What follows belongs to an exercise in optimizing a design on an open flow for small area; a production flow would make more cautious choices. Function was checked by simulation only, so behaviour that the tests miss may differ from the original.

==> maple <==
==> flow/design.v <==
module RISC_V_pp (
    input clk,
    input rst_n,
    output [31:0] imem_addr,
    input  [31:0] imem_rdata,
    output [31:0] dmem_addr,
    output [31:0] dmem_wdata,
    output        dmem_we,
    input  [31:0] dmem_rdata
);
    localparam INIT = 3'd0, WIN = 3'd1, ZERO = 3'd2, EXEC = 3'd3,
               ITER = 3'd4, FIN = 3'd5, PCU = 3'd6, MEM = 3'd7;
    reg [2:0]  st;
    reg [4:0]  h;
    reg [31:0] w [0:30];
    reg [31:0] A, B;
    reg [31:1] PCh;
    wire [31:0] PC = {PCh, 1'b0};
    reg [32:0] R;
    reg [4:0]  rdp;
    reg        seenA, seenB, seenW, sgn, zA, taken;
    wire [31:0] ins = imem_rdata;
    wire [4:0] rs1 = ins[19:15];
    wire [4:0] rs2 = ins[24:20];
    wire [4:0] rd  = ins[11:7];
    wire isR   = ~ins[6] &  ins[5] &  ins[4];
    wire isI   = ~ins[6] & ~ins[5] &  ins[4];
    wire isLd  = ~ins[6] & ~ins[5] & ~ins[4] & ins[13];    
    wire isSt  = ~ins[6] &  ins[5] & ~ins[4];
    wire isBr  =  ins[6] & ~ins[2];
    wire isJal =  ins[6] &  ins[2];
    wire isM   = isR & ins[25];
    wire isDiv = isM & ins[14];
    wire isAlu = (isR & ~isM) | isI;
    wire use1 = isR | isI | isLd | isSt | isBr;
    wire use2 = isR | isSt | isBr;
    wire z1 = (rs1 == 5'd0);
    wire z2 = (rs2 == 5'd0);
    reg [31:0] imm;
    always @(*) begin
        if (isSt)      imm = {{20{ins[31]}}, ins[31:25], ins[11:7]};
        else if (isBr) imm = {{20{ins[31]}}, ins[7], ins[30:25], ins[11:8], 1'b0};
        else if (isJal) imm = {{12{ins[31]}}, ins[19:12], ins[20], ins[30:21], 1'b0};
        else           imm = {{20{ins[31]}}, ins[31:20]};
    end
    reg [9:0] rom;
    always @(*) begin
        case (h)
            5'd1: rom = 10'd4;    5'd2: rom = 10'd120;  5'd3: rom = 10'd2;
            5'd4: rom = 10'd4;    5'd5: rom = 10'd1;    5'd6: rom = 10'd14;
            5'd7: rom = 10'd4;    5'd8: rom = 10'd24;   5'd9: rom = 10'd12;
            5'd10: rom = 10'd23;  5'd11: rom = 10'd4;   5'd12: rom = 10'd90;
            5'd13: rom = 10'd10;  5'd14: rom = 10'd1000; 5'd15: rom = 10'd30;
            5'd16: rom = 10'd40;  5'd17: rom = 10'd50;  5'd18: rom = 10'd60;
            5'd19: rom = 10'd70;  5'd20: rom = 10'd80;  5'd21: rom = 10'd80;
            5'd22: rom = 10'd90;  5'd23: rom = 10'd70;  5'd24: rom = 10'd60;
            5'd25: rom = 10'd65;  5'd26: rom = 10'd4;   5'd27: rom = 10'd32;
            5'd28: rom = 10'd12;  5'd29: rom = 10'd34;  5'd30: rom = 10'd5;
            default: rom = 10'd10;
        endcase
    end
    wire [31:0] head = w[30];
    wire hitW = (h == rdp) & (st != ITER);    
    wire [31:0] wmux = (st == INIT) ? {22'd0, rom} : (hitW ? R[31:0] : head);
    wire inWin = (st == WIN);
    wire needA = use2 & ~z2;
    wire needB = use1 & ~z1;
    wire hitA = inWin & needA & ~seenA & (h == rs2);
    wire hitB = inWin & needB & ~seenB & (h == rs1);
    wire doneA = ~needA | seenA | hitA;
    wire doneB = ~needB | seenB | hitB;
    wire doneW = (rdp == 5'd0) | seenW | hitW;
    wire negq = sgn & ~zA;
    wire sgnBr = isBr & ~ins[13];
    reg [32:0] X, Yp;
    reg inv, cin;
    always @(*) begin
        X = 33'd0; Yp = 33'd0; inv = 1'b0; cin = 1'b0;
        case (st)
            WIN: begin
                Yp = {1'b0, wmux};
                inv = isDiv & wmux[31]; cin = inv;
            end
            EXEC: begin
                if (isJal) begin
                    X = {1'b0, PC}; Yp = 33'd4;
                end else if (isAlu | isLd | isSt | isBr) begin
                    X = {sgnBr & B[31], B};
                    Yp = (isR | isBr) ? {sgnBr & A[31], A} : {1'b0, imm};
                    inv = (isR & ins[30]) | isBr; cin = inv;
                end
            end
            ITER: begin
                X = {R[31:0], isDiv & B[31]};
                if (isDiv) begin
                    Yp = {1'b0, A}; inv = ~R[32]; cin = inv;
                end else
                    Yp = B[31] ? {1'b0, A} : 33'd0;
            end
            FIN: begin
                X = {1'b0, B}; cin = negq;
            end
            MEM: begin
                Yp = {1'b0, dmem_rdata};
            end
            PCU: begin
                X = {1'b0, PC}; Yp = taken ? {1'b0, imm} : 33'd4;
            end
            default: ;
        endcase
    end
    wire [32:0] Yx = Yp ^ {33{inv}};
    wire [33:0] cy;
    wire [32:0] S;
    assign cy[0] = cin;
    genvar gi;
    generate for (gi = 0; gi < 33; gi = gi + 1) begin : g_add
        assign S[gi] = X[gi] ^ Yx[gi] ^ cy[gi];
        assign cy[gi+1] = (X[gi] & Yx[gi]) | (X[gi] & cy[gi]) | (Yx[gi] & cy[gi]);
    end endgenerate
    wire eqz = (S[31:0] == 32'd0);
    wire brc = ins[14] ? (S[32] ^ ins[12]) : (eqz ^ ins[12]);
    assign imem_addr  = PC;
    assign dmem_addr  = B;
    assign dmem_wdata = A;
    assign dmem_we    = (st == MEM) & isSt;
    integer k;
    always @(posedge clk) begin
        w[0] <= wmux;
        for (k = 1; k < 31; k = k + 1) w[k] <= w[k-1];
    end
    always @(posedge clk or negedge rst_n) begin
        if (!rst_n) begin
            st <= INIT;
            h  <= 5'd1;
        end else begin
            h <= (h == 5'd31) ? 5'd1 : h + 5'd1;
            case (st)
                INIT: if (h == 5'd31) st <= WIN;
                WIN:  if (doneA & doneB & doneW)
                          st <= ((needA | ~use2) & (needB | ~use1)) ? EXEC : ZERO;
                ZERO: st <= EXEC;
                EXEC: st <= isM ? ITER : ((isLd | isSt) ? MEM : PCU);
                MEM:  st <= PCU;
                ITER: if (rdp == 5'd31) st <= FIN;
                FIN:  st <= PCU;
                default: st <= WIN;
            endcase
        end
    end
    always @(posedge clk) begin
        case (st)
            INIT: begin
                PCh <= S[31:1];
                rdp <= 5'd0; seenW <= 1'b0;
                seenA <= 1'b0; seenB <= 1'b0; sgn <= 1'b0; zA <= 1'b1;
            end
            WIN: begin
                if (hitA) begin A <= S[31:0]; zA <= eqz; end
                if (hitB) B <= S[31:0];
                sgn <= sgn ^ (hitA & wmux[31]) ^ (hitB & wmux[31]);
                seenA <= seenA | hitA;
                seenB <= seenB | hitB;
                seenW <= seenW | hitW;
            end
            ZERO: begin
                if (use2 & z2) A <= S[31:0];
                if (use1 & z1) B <= S[31:0];
                seenW <= seenW | hitW;
            end
            EXEC: begin
                taken <= (isBr & brc) | isJal;
                seenW <= 1'b0;
                if (isLd | isSt) B <= S[31:0];
                else if (isAlu & ins[13]) R <= {1'b0, ins[12] ? (X[31:0] & Yp[31:0]) : (X[31:0] | Yp[31:0])};
                else R <= S;
                rdp <= (isAlu | isJal) ? rd : 5'd0;    
            end
            ITER: begin
                rdp <= rdp + 5'd1;
                R <= S;
                B <= {B[30:0], isDiv & (~S[32] ^ negq)};
            end
            MEM: begin
                R <= S;
                rdp <= isLd ? rd : 5'd0;
                seenW <= 1'b0;
            end
            FIN: begin
                if (isDiv) R <= S;
                rdp <= rd; seenW <= 1'b0;
            end
            PCU: begin
                PCh <= S[31:1];
                seenA <= 1'b0; seenB <= 1'b0; sgn <= 1'b0; zA <= 1'b1;
                seenW <= seenW | hitW;
            end
            default: ;
        endcase
    end
endmodule
==> flow/flow/run.sh <==
#!/bin/bash
# Standard layout (the standard.sh) with two changes: the port buffers
# use the smallest buffer cell, and CTS inserts no dummy loads.
export BUFFER_PORTS_ARGS="-buffer_cell sky130_fd_sc_hd__buf_1"
export CTS_ARGS="-sink_clustering_enable -repair_clock_nets -buf_list sky130_fd_sc_hd__clkbuf_8 -sink_clustering_size 20 -sink_clustering_max_diameter 50 -dont_use_dummy_load"
bash standard.sh > standard.log 2>&1
==> flow/standard.sh <==
#!/bin/bash
# synth_recipe.tcl (not shown) runs the flow's synth.tcl, then flattens the netlist and writes it again
# the make line also repeats each setting of config.mk as NAME=value (left out here)
make -C /OpenROAD-flow-scripts/flow DESIGN_CONFIG=/design/flow/config.mk WORK_HOME=/design/flow/orfs CLKGATE_MAP_FILE= SYNTH_SCRIPT=/design/flow/synth_recipe.tcl "${@:-finish}"
==> flow/config.mk <==
export PLATFORM = sky130hd
export DESIGN_NAME = RISC_V_pp
export DESIGN_NICKNAME = RISC_V_pp
export VERILOG_FILES = /design/flow/design.v
export SDC_FILE = /design/flow/constraint.sdc
export NUM_CORES = 4
export LEC_CHECK = 0
export CAP_MARGIN = 0
export CORE_MARGIN = 2
export CORE_UTILIZATION = 70
export CTS_BUF_LIST = sky130_fd_sc_hd__clkbuf_8
export CTS_CLUSTER_DIAMETER = 50
export CTS_CLUSTER_SIZE = 20
export SLEW_MARGIN = 0
==> flow/constraint.sdc <==
create_clock -name core_clock -period 150.0 [get_ports {clk}]
set_input_delay 30.0000 -clock core_clock [delete_from_list [all_inputs] [get_ports {clk}]]
set_output_delay 30.0000 -clock core_clock [all_outputs]
set_load 0.01 [all_outputs]
==> inputs of pepper, as changes to maple <==
CAP_MARGIN = 5   (was 0)
CORE_UTILIZATION = 65   (was 70)
SLEW_MARGIN = 5   (was 0)
==> inputs of tundra, as changes to maple <==
--- a/flow/design.v
+++ b/flow/design.v
@@ -9,13 +9,12 @@
     input  [31:0] dmem_rdata
 );
     localparam INIT = 3'd0, WIN = 3'd1, ZERO = 3'd2, EXEC = 3'd3,
-               ITER = 3'd4, FIN = 3'd5, PCU = 3'd6, MEM = 3'd7;
+               ITER = 3'd4, FIN = 3'd5, PCU = 3'd6;
     reg [2:0]  st;
     reg [4:0]  h;
+    reg [4:0]  cnt;
     reg [31:0] w [0:30];
-    reg [31:0] A, B;
-    reg [31:1] PCh;
-    wire [31:0] PC = {PCh, 1'b0};
+    reg [31:0] A, B, PC;
     reg [32:0] R;
     reg [4:0]  rdp;
     reg        seenA, seenB, seenW, sgn, zA, taken;
@@ -25,7 +24,7 @@
     wire [4:0] rd  = ins[11:7];
     wire isR   = ~ins[6] &  ins[5] &  ins[4];
     wire isI   = ~ins[6] & ~ins[5] &  ins[4];
-    wire isLd  = ~ins[6] & ~ins[5] & ~ins[4] & ins[13];    
+    wire isLd  = ~ins[6] & ~ins[5] & ~ins[4] & ins[0];
     wire isSt  = ~ins[6] &  ins[5] & ~ins[4];
     wire isBr  =  ins[6] & ~ins[2];
     wire isJal =  ins[6] &  ins[2];
@@ -60,7 +59,7 @@
         endcase
     end
     wire [31:0] head = w[30];
-    wire hitW = (h == rdp) & (st != ITER);    
+    wire hitW = (h == rdp);
     wire [31:0] wmux = (st == INIT) ? {22'd0, rom} : (hitW ? R[31:0] : head);
     wire inWin = (st == WIN);
     wire needA = use2 & ~z2;
@@ -100,30 +99,19 @@
             FIN: begin
                 X = {1'b0, B}; cin = negq;
             end
-            MEM: begin
-                Yp = {1'b0, dmem_rdata};
-            end
             PCU: begin
                 X = {1'b0, PC}; Yp = taken ? {1'b0, imm} : 33'd4;
             end
             default: ;
         endcase
     end
-    wire [32:0] Yx = Yp ^ {33{inv}};
-    wire [33:0] cy;
-    wire [32:0] S;
-    assign cy[0] = cin;
-    genvar gi;
-    generate for (gi = 0; gi < 33; gi = gi + 1) begin : g_add
-        assign S[gi] = X[gi] ^ Yx[gi] ^ cy[gi];
-        assign cy[gi+1] = (X[gi] & Yx[gi]) | (X[gi] & cy[gi]) | (Yx[gi] & cy[gi]);
-    end endgenerate
+    wire [32:0] S = X + (Yp ^ {33{inv}}) + {32'd0, cin};
     wire eqz = (S[31:0] == 32'd0);
     wire brc = ins[14] ? (S[32] ^ ins[12]) : (eqz ^ ins[12]);
     assign imem_addr  = PC;
-    assign dmem_addr  = B;
+    assign dmem_addr  = S[31:0];
     assign dmem_wdata = A;
-    assign dmem_we    = (st == MEM) & isSt;
+    assign dmem_we    = (st == EXEC) & isSt;
     integer k;
     always @(posedge clk) begin
         w[0] <= wmux;
@@ -140,9 +128,8 @@
                 WIN:  if (doneA & doneB & doneW)
                           st <= ((needA | ~use2) & (needB | ~use1)) ? EXEC : ZERO;
                 ZERO: st <= EXEC;
-                EXEC: st <= isM ? ITER : ((isLd | isSt) ? MEM : PCU);
-                MEM:  st <= PCU;
-                ITER: if (rdp == 5'd31) st <= FIN;
+                EXEC: st <= isM ? ITER : PCU;
+                ITER: if (cnt == 5'd31) st <= FIN;
                 FIN:  st <= PCU;
                 default: st <= WIN;
             endcase
@@ -151,7 +138,7 @@
     always @(posedge clk) begin
         case (st)
             INIT: begin
-                PCh <= S[31:1];
+                PC <= S[31:0];
                 rdp <= 5'd0; seenW <= 1'b0;
                 seenA <= 1'b0; seenB <= 1'b0; sgn <= 1'b0; zA <= 1'b1;
             end
@@ -169,29 +156,25 @@
                 seenW <= seenW | hitW;
             end
             EXEC: begin
+                cnt <= 5'd0;
                 taken <= (isBr & brc) | isJal;
                 seenW <= 1'b0;
-                if (isLd | isSt) B <= S[31:0];
+                if (isLd) R <= {1'b0, dmem_rdata};
                 else if (isAlu & ins[13]) R <= {1'b0, ins[12] ? (X[31:0] & Yp[31:0]) : (X[31:0] | Yp[31:0])};
                 else R <= S;
-                rdp <= (isAlu | isJal) ? rd : 5'd0;    
+                rdp <= (isAlu | isLd | isJal) ? rd : 5'd0;
             end
             ITER: begin
-                rdp <= rdp + 5'd1;
+                cnt <= cnt + 5'd1;
                 R <= S;
                 B <= {B[30:0], isDiv & (~S[32] ^ negq)};
-            end
-            MEM: begin
-                R <= S;
-                rdp <= isLd ? rd : 5'd0;
-                seenW <= 1'b0;
             end
             FIN: begin
                 if (isDiv) R <= S;
                 rdp <= rd; seenW <= 1'b0;
             end
             PCU: begin
-                PCh <= S[31:1];
+                PC <= S[31:0];
                 seenA <= 1'b0; seenB <= 1'b0; sgn <= 1'b0; zA <= 1'b1;
                 seenW <= seenW | hitW;
             end
==> flow/run.sh (new file) <==
#!/bin/bash
# synth_recipe.tcl (not shown) runs the flow's synth.tcl, then flattens the netlist and writes it again
# the make line also repeats each setting of config.mk as NAME=value (left out here)
make -C /OpenROAD-flow-scripts/flow DESIGN_CONFIG=/design/flow/config.mk WORK_HOME=/design/flow/orfs CLKGATE_MAP_FILE= SYNTH_SCRIPT=/design/flow/synth_recipe.tcl finish
CAP_MARGIN = 20   (was 0)
CORE_UTILIZATION = 40   (was 70)
CTS_BUF_LIST = default   (was sky130_fd_sc_hd__clkbuf_8)
CTS_CLUSTER_DIAMETER = default   (was 50)
CTS_CLUSTER_SIZE = default   (was 20)
SLEW_MARGIN = 20   (was 0)
removed: flow/flow/run.sh
removed: flow/standard.sh
==> flow_summary.json <==
{
  "muxShareOfSynthArea_pct": 1.50,
  "clock_area_share_pct": 3.01,
  "grt.total_usage_pct": 28.5,
  "r2r_start": "h[3]",
  "drt-pass1-iter-count": 6,
  "synth_cell_types": 73,
  "met1_usage_pct": 38.0,
  "synth_area_leaders": "dfxtp_1 (67%), edfxtp_1 (14%), fa_1 (2.1%)",
  "clkPwrFrac_pct": 17.5,
  "pre_cts_ws_ns": 88.83,
  "status": "complete, no violations",
  "coreArea_mm2": 0.0420,
  "worst_slack_ns": 88.78,
  "synthesis.area_mm2": 0.0298,
  "syn_avg_cell_area_um2": 15.4,
  "worstSetupPathDepth": 4
}
The numbers above come from maple.

==> flow_summary.json <==
{
  "muxShareOfSynthArea_pct": 1.28,
  "worst_slack_ns": 83.24,
  "synth_cell_types": 80,
  "syn_avg_cell_area_um2": 14.1,
  "coreArea_mm2": 0.0776,
  "pre_cts_ws_ns": 83.31,
  "synth_area_leaders": "dfxtp_1 (63%), edfxtp_1 (14%), nand2_1 (1.8%)",
  "grt.total_usage_pct": 18.0,
  "clock_area_share_pct": 9.46,
  "clkPwrFrac_pct": 31.0,
  "status": "complete, no violations"
}
The numbers above come from tundra.

==> flow_summary.json <==
{
  "status": "complete, no violations",
  "synthesis.area_mm2": 0.0298,
  "clkPwrFrac_pct": 17.7,
  "met1_usage_pct": 36.0,
  "coreArea_mm2": 0.0454,
  "synth_cell_types": 73,
  "r2r_start": "st[2]",
  "grt.total_usage_pct": 25.5,
  "syn_avg_cell_area_um2": 15.4,
  "clock_area_share_pct": 3.09,
  "max_freq_mhz": 16.3,
  "drt-pass1-iter-count": 6,
  "synth_top_area_share_pct": 66.6,
  "crit_required_ns": 120.00,
  "worstSetupPathDepth": 4,
  "synth_area_leaders": "dfxtp_1 (67%), edfxtp_1 (14%), fa_1 (2.1%)"
}
The numbers above come from pepper.

[afterwards: timing with drivers on the ports]
No port has a modelled driver above. Below, the same layouts with a new extraction and two added sets of constraints.
Step 1 assumes that a clkbuf_16 drives the clock port and a buf_2 every other input.
Step 2 adds t to the input delays and takes it off the output delays; t is the mean of the earliest and latest rising clock arrival at the registers after step 1. Input paths then give back, and output paths get back, about the clock's delay inside the block.
a / b / c = ideal / step 1 / step 2; a / b = the first two.
run | t, ns | slack for setup (ns) | hold slack, ns | latest minus earliest clock arrival (ns)
maple | 0.666 | 88.785 / 88.759 / 88.759 | 0.272 / 0.272 / 0.272 | 0.105 / 0.105
pepper | 0.684 | 88.737 / 88.709 / 88.708 | 0.264 / 0.264 / 0.264 | 0.081 / 0.081
tundra | 0.713 | 83.241 / 83.219 / 83.219 | 0.308 / 0.308 / 0.308 | 0.035 / 0.034
After both steps every run listed still meets setup and hold. For pepper, which loses most, drivers alone change the setup slack by -0.028 ns; drivers and shift together by -0.029 ns.
